Source: an optimization exercise on an open RTL-to-GDS flow (aim: small area). Production flows keep margins and buffers that such runs may drop.
Where RTL was checked, it was by simulation tests only, not by an equivalence proof against the original.
Power figures rest on the tool's default switching activity, not on a simulated workload. No driver is modelled on the clock port, so clocking that relies on it looks cheaper here than on a real chip.

== run 1 ==
Design sv_remapper_12k_top, start of the top module:
module sv_remapper_12k_top #(
  parameter DATA_WIDTH       = 8,
  parameter IMAGE_KERNEL_12K = 64,
  parameter IMG_WIDTH        = 256,
  parameter IMG_HEIGHT       = 128
)(
  input  logic                  i_clk,
  input  logic                  i_aresetn,
  input  logic [DATA_WIDTH-1:0] s_axis_tdata,
  input  logic                  s_axis_tvalid,
  input  logic                  s_axis_tuser,
  input  logic                  s_axis_tlast,
  output logic                  s_axis_tready,
  output logic [DATA_WIDTH-1:0] m_axis_tdata,
  output logic                  m_axis_tvalid,
  output logic                  m_axis_tuser,
  output logic                  m_axis_tlast
);
For scale: roughly 1100 cells after synthesis, ~570 flip-flops, roughly 25 I/O pins.
Settings: LEC_CHECK=0, CAP_MARGIN=0, CORE_MARGIN=2, CORE_UTILIZATION=70, CTS_BUF_LIST=sky130_fd_sc_hd__clkbuf_16, CTS_CLUSTER_DIAMETER=80, CTS_CLUSTER_SIZE=30, GPL_TIMING_DRIVEN=0, SETUP_SLACK_MARGIN=0.3, SLEW_MARGIN=0, SYNTH_HIERARCHICAL=1; clock period 4.0 ns.
standard.sh (not shown) runs the stock make flow with config.mk's settings and CLKGATE_MAP_FILE= SYNTH_SCRIPT=/design/flow/synth_recipe.tcl, a recipe that flattens the netlist after the stock synthesis.
==> flow/flow/run.sh <==
#!/bin/bash
# Layout flow: the standard layout (standard.sh), unchanged except that
# the clock tree is built without dummy loads and the ports are buffered with
# buf_2 cells, and the buffers of synthesis are removed before placement
# (repair then adds the ones the layout needs). The whole make output goes to standard.log here; each ORFS
# step also keeps its own log under orfs/logs/.
set -euo pipefail
CTS_ARGS="-sink_clustering_enable -repair_clock_nets -dont_use_dummy_load"
CTS_ARGS+=" -sink_clustering_size 30 -sink_clustering_max_diameter 80"
CTS_ARGS+=" -buf_list sky130_fd_sc_hd__clkbuf_16"
bash standard.sh "CTS_ARGS=$CTS_ARGS" \
  "BUFFER_PORTS_ARGS=-buffer_cell sky130_fd_sc_hd__buf_2" \
  REMOVE_ABC_BUFFERS=1 \
  finish > standard.log 2>&1
The inputs of run 2 differ from those of run 1 as listed below.
==> flow/run.sh (new file) <==
#!/bin/bash
# synth_recipe.tcl (not shown) runs the flow's synth.tcl, then flattens the netlist and writes it again
# the make line also repeats each setting of config.mk as NAME=value (left out here)
make -C /OpenROAD-flow-scripts/flow DESIGN_CONFIG=/design/flow/config.mk WORK_HOME=/design/flow/orfs CLKGATE_MAP_FILE= SYNTH_SCRIPT=/design/flow/synth_recipe.tcl finish
diff --git a/flow/config.mk b/flow/config.mk
--- a/flow/config.mk
+++ b/flow/config.mk
@@ -7,5 +7,5 @@
 export LEC_CHECK = 0
-export CAP_MARGIN = 0
+export CAP_MARGIN = 20
 export CORE_MARGIN = 2
-export CORE_UTILIZATION = 70
+export CORE_UTILIZATION = 55
 export CTS_BUF_LIST = sky130_fd_sc_hd__clkbuf_16
@@ -15,3 +15,3 @@
 export SETUP_SLACK_MARGIN = 0.3
-export SLEW_MARGIN = 0
+export SLEW_MARGIN = 20
 export SYNTH_HIERARCHICAL = 1
removed: flow/flow/run.sh
removed: flow/standard.sh
Findings:
Per the comparison of run 2 with run 1, power in combinational cells increased by about 9% relative to the old numbers, total power after layout increased by 8.0% relative to the old numbers, buffer share of cell area increased by 0.54 points relative to the old numbers.
Run 2 ends up with higher chip height than run 1 does.
The higher total power per unit cell area came out of run 2.
Run 2 vs run 1: worst hold slack after final layout down in run 2
Modified inputs, run 3 compared to run 2
diff --git a/flow/config.mk b/flow/config.mk
--- a/flow/config.mk
+++ b/flow/config.mk
@@ -9,3 +9,3 @@
 export CORE_MARGIN = 2
-export CORE_UTILIZATION = 55
+export CORE_UTILIZATION = 70
 export CTS_BUF_LIST = sky130_fd_sc_hd__clkbuf_16
## What came out
Run 3 went all the way through the flow, and no timing, DRC or antenna check failed.
[compare] base=run 2 new=run 3: proportion of cell area occupied by multi-input gates rose by 0.18 points; clock distribution area overhead in the final layout fell by 1.2 points; non-clock buffer count rose by about 16%.
The leakage power figure was comparable across run 3 and run 2.
The relative contribution of combinational cells to total power in run 3 sits 1.0 points above the value recorded for run 2.
Compare run 3 and run 2 | total length of routed met2 wires higher: run 2
The run showing the smaller area growth from synthesis to final layout is run 3.
Compared with run 2, run 3 degrades maximum clock rate.
Run 2 → run 3: switching power now sits lower, via density per instance +8.3%.
Compared to run 2, run 3 has sequential share of layout area 0.71 points higher.
### run 3 -> run 4
==> flow/flow/run.sh (new file) <==
#!/bin/bash
# Layout flow: the standard layout (standard.sh), unchanged except that
# the clock tree is built without dummy loads and the ports are buffered with
# buf_2 cells. The whole make output goes to standard.log here; each ORFS
# step also keeps its own log under orfs/logs/.
set -euo pipefail
CTS_ARGS="-sink_clustering_enable -repair_clock_nets -dont_use_dummy_load"
CTS_ARGS+=" -sink_clustering_size 30 -sink_clustering_max_diameter 80"
CTS_ARGS+=" -buf_list sky130_fd_sc_hd__clkbuf_16"
bash standard.sh "CTS_ARGS=$CTS_ARGS" \
  "BUFFER_PORTS_ARGS=-buffer_cell sky130_fd_sc_hd__buf_2" \
  finish > standard.log 2>&1
==> flow/standard.sh (new file) <==
#!/bin/bash
# synth_recipe.tcl (not shown) runs the flow's synth.tcl, then flattens the netlist and writes it again
# the make line also repeats each setting of config.mk as NAME=value (left out here)
make -C /OpenROAD-flow-scripts/flow DESIGN_CONFIG=/design/flow/config.mk WORK_HOME=/design/flow/orfs CLKGATE_MAP_FILE= SYNTH_SCRIPT=/design/flow/synth_recipe.tcl "${@:-finish}"
diff --git a/flow/config.mk b/flow/config.mk
--- a/flow/config.mk
+++ b/flow/config.mk
@@ -7,3 +7,3 @@
 export LEC_CHECK = 0
-export CAP_MARGIN = 20
+export CAP_MARGIN = 0
 export CORE_MARGIN = 2
@@ -15,3 +15,3 @@
 export SETUP_SLACK_MARGIN = 0.3
-export SLEW_MARGIN = 20
+export SLEW_MARGIN = 0
 export SYNTH_HIERARCHICAL = 1
removed: flow/run.sh
Findings:
- Compared with run 3, in run 4 period utilization dropped 4.4 points; worst slew slack as a fraction of its limit grew by 13 points; final standard cell count with taps included and fillers excluded lost 17; number of levels the H-tree was split into has remained practically unchanged; design area went down.
- Re worst hold slack: run 3 was lower than run 4.
- Relative to run 3, share of power burned in the clock network decreased by 0.6 points in run 4.
- Between run 4 and run 3, the overall power is higher for run 3.
> inputs changed (run 4 -> run 5)
==> flow/run.sh (new file) <==
#!/bin/bash
# synth_recipe.tcl (not shown) runs the flow's synth.tcl, then flattens the netlist and writes it again
# the make line also repeats each setting of config.mk as NAME=value (left out here)
make -C /OpenROAD-flow-scripts/flow DESIGN_CONFIG=/design/flow/config.mk WORK_HOME=/design/flow/orfs CLKGATE_MAP_FILE= SYNTH_SCRIPT=/design/flow/synth_recipe.tcl finish
diff --git a/flow/config.mk b/flow/config.mk
--- a/flow/config.mk
+++ b/flow/config.mk
@@ -7,5 +7,5 @@
 export LEC_CHECK = 0
-export CAP_MARGIN = 0
+export CAP_MARGIN = 20
 export CORE_MARGIN = 2
-export CORE_UTILIZATION = 70
+export CORE_UTILIZATION = 80
 export CTS_BUF_LIST = sky130_fd_sc_hd__clkbuf_16
@@ -15,3 +15,3 @@
 export SETUP_SLACK_MARGIN = 0.3
-export SLEW_MARGIN = 0
+export SLEW_MARGIN = 20
 export SYNTH_HIERARCHICAL = 1
removed: flow/flow/run.sh
removed: flow/standard.sh
Changes observed in run 5 relative to run 4: synthesized cell count closely matched the old numbers; latest clock arrival within the worst-skew pair went up; final worst slack -0.24 ns.

The RTL this note starts from:
==> flow/design.v <==
`timescale 1ns / 1ps
module s_axis_remapper #(
  parameter DATA_WIDTH       = 8,
  parameter IMAGE_KERNEL_12K = 64
)(
  input  logic                  i_clk,
  input  logic                  i_aresetn,
  input  logic [DATA_WIDTH-1:0] i_axis_tdata,
  input  logic                  i_axis_tvalid,
  output logic [DATA_WIDTH-1:0] o_wr_data,      
  output logic                  o_wr_en,        
  output logic [5:0]            o_wr_idx,       
  output logic                  o_kernel_done   
);
always_ff @( posedge i_clk )
  o_wr_data <= i_axis_tdata;
always_ff @( posedge i_clk, negedge i_aresetn )
  begin
    if ( ~i_aresetn ) begin
      o_wr_en  <= 1'b0;
      o_wr_idx <= '0;
    end else begin
      o_wr_en <= i_axis_tvalid;
      if ( o_wr_en ) o_wr_idx <= o_wr_idx + 1'b1;
    end
  end
assign o_kernel_done = o_wr_en & ( &o_wr_idx );
endmodule
`timescale 1ns / 1ps
module remapper_module #(
  parameter DATA_WIDTH       = 8,
  parameter IMAGE_KERNEL_12K = 64
)(
  input  logic                  i_clk,
  input  logic                  i_aresetn,
  input  logic [DATA_WIDTH-1:0] i_wr_data,
  input  logic                  i_wr_en,
  input  logic [5:0]            i_wr_idx,
  input  logic                  i_kernel_done,
  input  logic [5:0]            i_rd_idx,
  output logic [DATA_WIDTH-1:0] o_rd_data,
  output logic                  o_rd_frame_start,  
  output logic                  o_rd_line_end      
);
logic [8:0] kernel_cnt;
logic [1:0] kernel_mod3;
always_ff @( posedge i_clk, negedge i_aresetn )
  begin
    if ( ~i_aresetn ) begin
      kernel_cnt  <= '0;
      kernel_mod3 <= '0;
    end else if ( i_kernel_done ) begin
      kernel_cnt  <= kernel_cnt + 1'b1;
      kernel_mod3 <= ( kernel_mod3 == 2'd2 ) ? 2'd0 : kernel_mod3 + 1'b1;
    end
  end
assign o_rd_frame_start = ( kernel_cnt == 9'd1 );
assign o_rd_line_end    = ( kernel_cnt[1:0] == 2'd0 );
function automatic logic [5:0] slot_of ( input logic [5:0] x, input logic [1:0] m3,
                                         input logic m0, input logic m1 );
  logic [5:0] y;
  case ( { m3, m0 } )
    3'b000 : y = x;                                            
    3'b011 : y = { x[0], x[3], x[2], x[1], x[5], x[4] };       
    3'b100 : y = { x[4], x[2], x[1], x[5], x[0], x[3] };       
    3'b001 : y = { x[3], x[1], x[5], x[0], x[4], x[2] };       
    3'b010 : y = { x[2], x[5], x[0], x[4], x[3], x[1] };       
    default: y = { x[1], x[0], x[4], x[3], x[2], x[5] };       
  endcase
  slot_of = y ^ { 6 { m1 } };
endfunction
logic [5:0] wr_slot, rd_slot;
assign wr_slot = slot_of( i_wr_idx, kernel_mod3, kernel_cnt[0], kernel_cnt[1] );
assign rd_slot = slot_of( i_rd_idx, kernel_mod3, kernel_cnt[0], kernel_cnt[1] );
logic [7:0] wr_hi, wr_lo, rd_hi, rd_lo;
always_comb
  begin
    for ( int i = 0; i < 8; i++ ) begin
      wr_hi[i] = i_wr_en & ( wr_slot[5:3] == i );
      wr_lo[i] = ( wr_slot[2:0] == i );
      rd_hi[i] = ( rd_slot[5:3] == i );
      rd_lo[i] = ( rd_slot[2:0] == i );
    end
  end
logic [DATA_WIDTH-1:0] mem [0:IMAGE_KERNEL_12K-1];
logic [DATA_WIDTH-1:0] rd_or;
always_ff @( posedge i_clk )
  for ( int s = 0; s < IMAGE_KERNEL_12K; s++ )
    if ( wr_hi[s/8] & wr_lo[s%8] ) mem[s] <= i_wr_data;
always_comb
  begin
    rd_or = '0;
    for ( int s = 0; s < IMAGE_KERNEL_12K; s++ )
      rd_or = rd_or | ( mem[s] & { DATA_WIDTH { rd_hi[s/8] & rd_lo[s%8] } } );
  end
assign o_rd_data = rd_or;
endmodule
`timescale 1ns / 1ps
module m_axis_remapper #(
  parameter DATA_WIDTH       = 8,
  parameter IMAGE_KERNEL_12K = 64
)(
  input  logic                  i_clk,
  input  logic                  i_aresetn,
  input  logic                  i_kernel_done,
  output logic [5:0]            o_rd_idx,
  input  logic [DATA_WIDTH-1:0] i_rd_data,
  input  logic                  i_rd_frame_start,
  input  logic                  i_rd_line_end,
  output logic [DATA_WIDTH-1:0] m_axis_tdata,
  output logic                  m_axis_tvalid,
  output logic                  m_axis_tuser,
  output logic                  m_axis_tlast
);
logic rd_active;
always_ff @( posedge i_clk, negedge i_aresetn )
  begin
    if ( ~i_aresetn ) begin
      rd_active     <= 1'b0;
      o_rd_idx      <= '0;
      m_axis_tvalid <= 1'b0;
      m_axis_tuser  <= 1'b0;
      m_axis_tlast  <= 1'b0;
    end else begin
      rd_active     <= i_kernel_done | ( rd_active & ~( &o_rd_idx ) );
      if ( rd_active ) o_rd_idx <= o_rd_idx + 1'b1;
      m_axis_tvalid <= rd_active;
      m_axis_tuser  <= ( o_rd_idx == 6'd0 ) & i_rd_frame_start;
      m_axis_tlast  <= ( &o_rd_idx ) & i_rd_line_end;
    end
  end
always_ff @( posedge i_clk )
  m_axis_tdata <= i_rd_data;
endmodule
`timescale 1ns / 1ps
module sv_remapper_12k_top #(
  parameter DATA_WIDTH       = 8,
  parameter IMAGE_KERNEL_12K = 64,
  parameter IMG_WIDTH        = 256,
  parameter IMG_HEIGHT       = 128
)(
  input  logic                  i_clk,
  input  logic                  i_aresetn,
  input  logic [DATA_WIDTH-1:0] s_axis_tdata,
  input  logic                  s_axis_tvalid,
  input  logic                  s_axis_tuser,
  input  logic                  s_axis_tlast,
  output logic                  s_axis_tready,
  output logic [DATA_WIDTH-1:0] m_axis_tdata,
  output logic                  m_axis_tvalid,
  output logic                  m_axis_tuser,
  output logic                  m_axis_tlast
);
always_ff @( posedge i_clk, negedge i_aresetn )
  begin
    if ( ~i_aresetn ) s_axis_tready <= 1'b0;
    else              s_axis_tready <= 1'b1;
  end
logic [DATA_WIDTH-1:0] wr_data;
logic                  wr_en;
logic [5:0]            wr_idx;
logic                  kernel_done;
logic [5:0]            rd_idx;
logic [DATA_WIDTH-1:0] rd_data;
logic                  rd_frame_start;
logic                  rd_line_end;
s_axis_remapper #(
  .DATA_WIDTH       ( DATA_WIDTH       ),
  .IMAGE_KERNEL_12K ( IMAGE_KERNEL_12K )
) remapper_receiver (
  .i_clk         ( i_clk         ),
  .i_aresetn     ( i_aresetn     ),
  .i_axis_tdata  ( s_axis_tdata  ),
  .i_axis_tvalid ( s_axis_tvalid ),
  .o_wr_data     ( wr_data       ),
  .o_wr_en       ( wr_en         ),
  .o_wr_idx      ( wr_idx        ),
  .o_kernel_done ( kernel_done   )
);
remapper_module #(
  .DATA_WIDTH       ( DATA_WIDTH       ),
  .IMAGE_KERNEL_12K ( IMAGE_KERNEL_12K )
) remapper_proc (
  .i_clk            ( i_clk          ),
  .i_aresetn        ( i_aresetn      ),
  .i_wr_data        ( wr_data        ),
  .i_wr_en          ( wr_en          ),
  .i_wr_idx         ( wr_idx         ),
  .i_kernel_done    ( kernel_done    ),
  .i_rd_idx         ( rd_idx         ),
  .o_rd_data        ( rd_data        ),
  .o_rd_frame_start ( rd_frame_start ),
  .o_rd_line_end    ( rd_line_end    )
);
m_axis_remapper #(
  .DATA_WIDTH       ( DATA_WIDTH       ),
  .IMAGE_KERNEL_12K ( IMAGE_KERNEL_12K )
) remapper_transmitter (
  .i_clk            ( i_clk          ),
  .i_aresetn        ( i_aresetn      ),
  .i_kernel_done    ( kernel_done    ),
  .o_rd_idx         ( rd_idx         ),
  .i_rd_data        ( rd_data        ),
  .i_rd_frame_start ( rd_frame_start ),
  .i_rd_line_end    ( rd_line_end    ),
  .m_axis_tdata     ( m_axis_tdata   ),
  .m_axis_tvalid    ( m_axis_tvalid  ),
  .m_axis_tuser     ( m_axis_tuser   ),
  .m_axis_tlast     ( m_axis_tlast   )
);
endmodule
clock: 4.0 ns
lec_check: 0
cap_margin: 20
core_margin: 2
core_utilization: 40
gpl_timing_driven: 0
slew_margin: 20
run.sh (not shown) runs the stock make flow with config.mk's settings and CLKGATE_MAP_FILE= SYNTH_SCRIPT=/design/flow/synth_recipe.tcl, a recipe that flattens the netlist after the stock synthesis.
Stock flow here: none of the scripts above is used.
The first run reached the layout checks and failed them: negative setup slack.
Rerun with:
Settings changed: GPL_TIMING_DRIVEN 0 to not set.
The new run finished clean; final cell count went up by 7.5%; power came out higher by 1.4%; worst setup slack improved by 210 ps; clock-buffer cell count came out lower by 1; die area stays the same.
Rerun with:
Settings changed: CORE_UTILIZATION 40 to 55, CTS_BUF_LIST set to sky130_fd_sc_hd__clkbuf_4 sky130_fd_sc_hd__clkbuf_8, GPL_TIMING_DRIVEN set to 0.
Effect: With this change the flow completed and failed the layout checks on negative setup slack. Final area fell by 2.8%. Synthesized area does not change. Global-route usage rose by 10 points. Sequential power fell by about 0.9%. Die area fell by 27%. Via count fell by 1.3%. Register-to-register slack degrades by 160 ps. Total power fell by 3.6%. Wire length fell by 0.58%.
No run of this note included a check of the RTL's function; only the layout flow was run.

==> afterwards: timing with drivers on the ports <==
The flow's constraints put no driver on any port. The routed layouts listed below were extracted and timed again, unchanged, in two steps.
Step 1 sets driving cells, clkbuf_16 on the clock port and buf_2 on the other inputs (assumed; they add their load-dependent delay and slew).
Step 2 times the ports against the registers' clock, not the clock port: input delays grow and output delays shrink by t, the midpoint of the rising clock arrivals with the driver on.
Slacks: ideal / step 1 / step 2; pairs: ideal / step 1.
run	t (ns)	slack for setup (ns)	latest minus earliest clock arrival (ns)	worst register clock-pin slew, ns
run 1	0.605	0.372 / 0.372 / 0.372	0.018 / 0.018	0.11 / 0.11
run 2	0.631	0.675 / 0.675 / 0.675	0.038 / 0.038	0.11 / 0.11
run 3	0.599	0.393 / 0.393 / 0.393	0.020 / 0.019	0.11 / 0.11
run 4	0.595	0.571 / 0.571 / 0.571	0.027 / 0.027	0.11 / 0.11
run 5	0.619	0.330 / 0.330 / 0.330	0.023 / 0.022	0.12 / 0.12
the first run of note 2	0.680	-0.118 / -0.118 / -0.118	0.031 / 0.031	0.07 / 0.07
the second run of note 2	0.686	0.091 / 0.091 / 0.091	0.033 / 0.033	0.06 / 0.06
the third run of note 2	0.725	-0.067 / -0.067 / -0.067	0.041 / 0.042	0.08 / 0.08
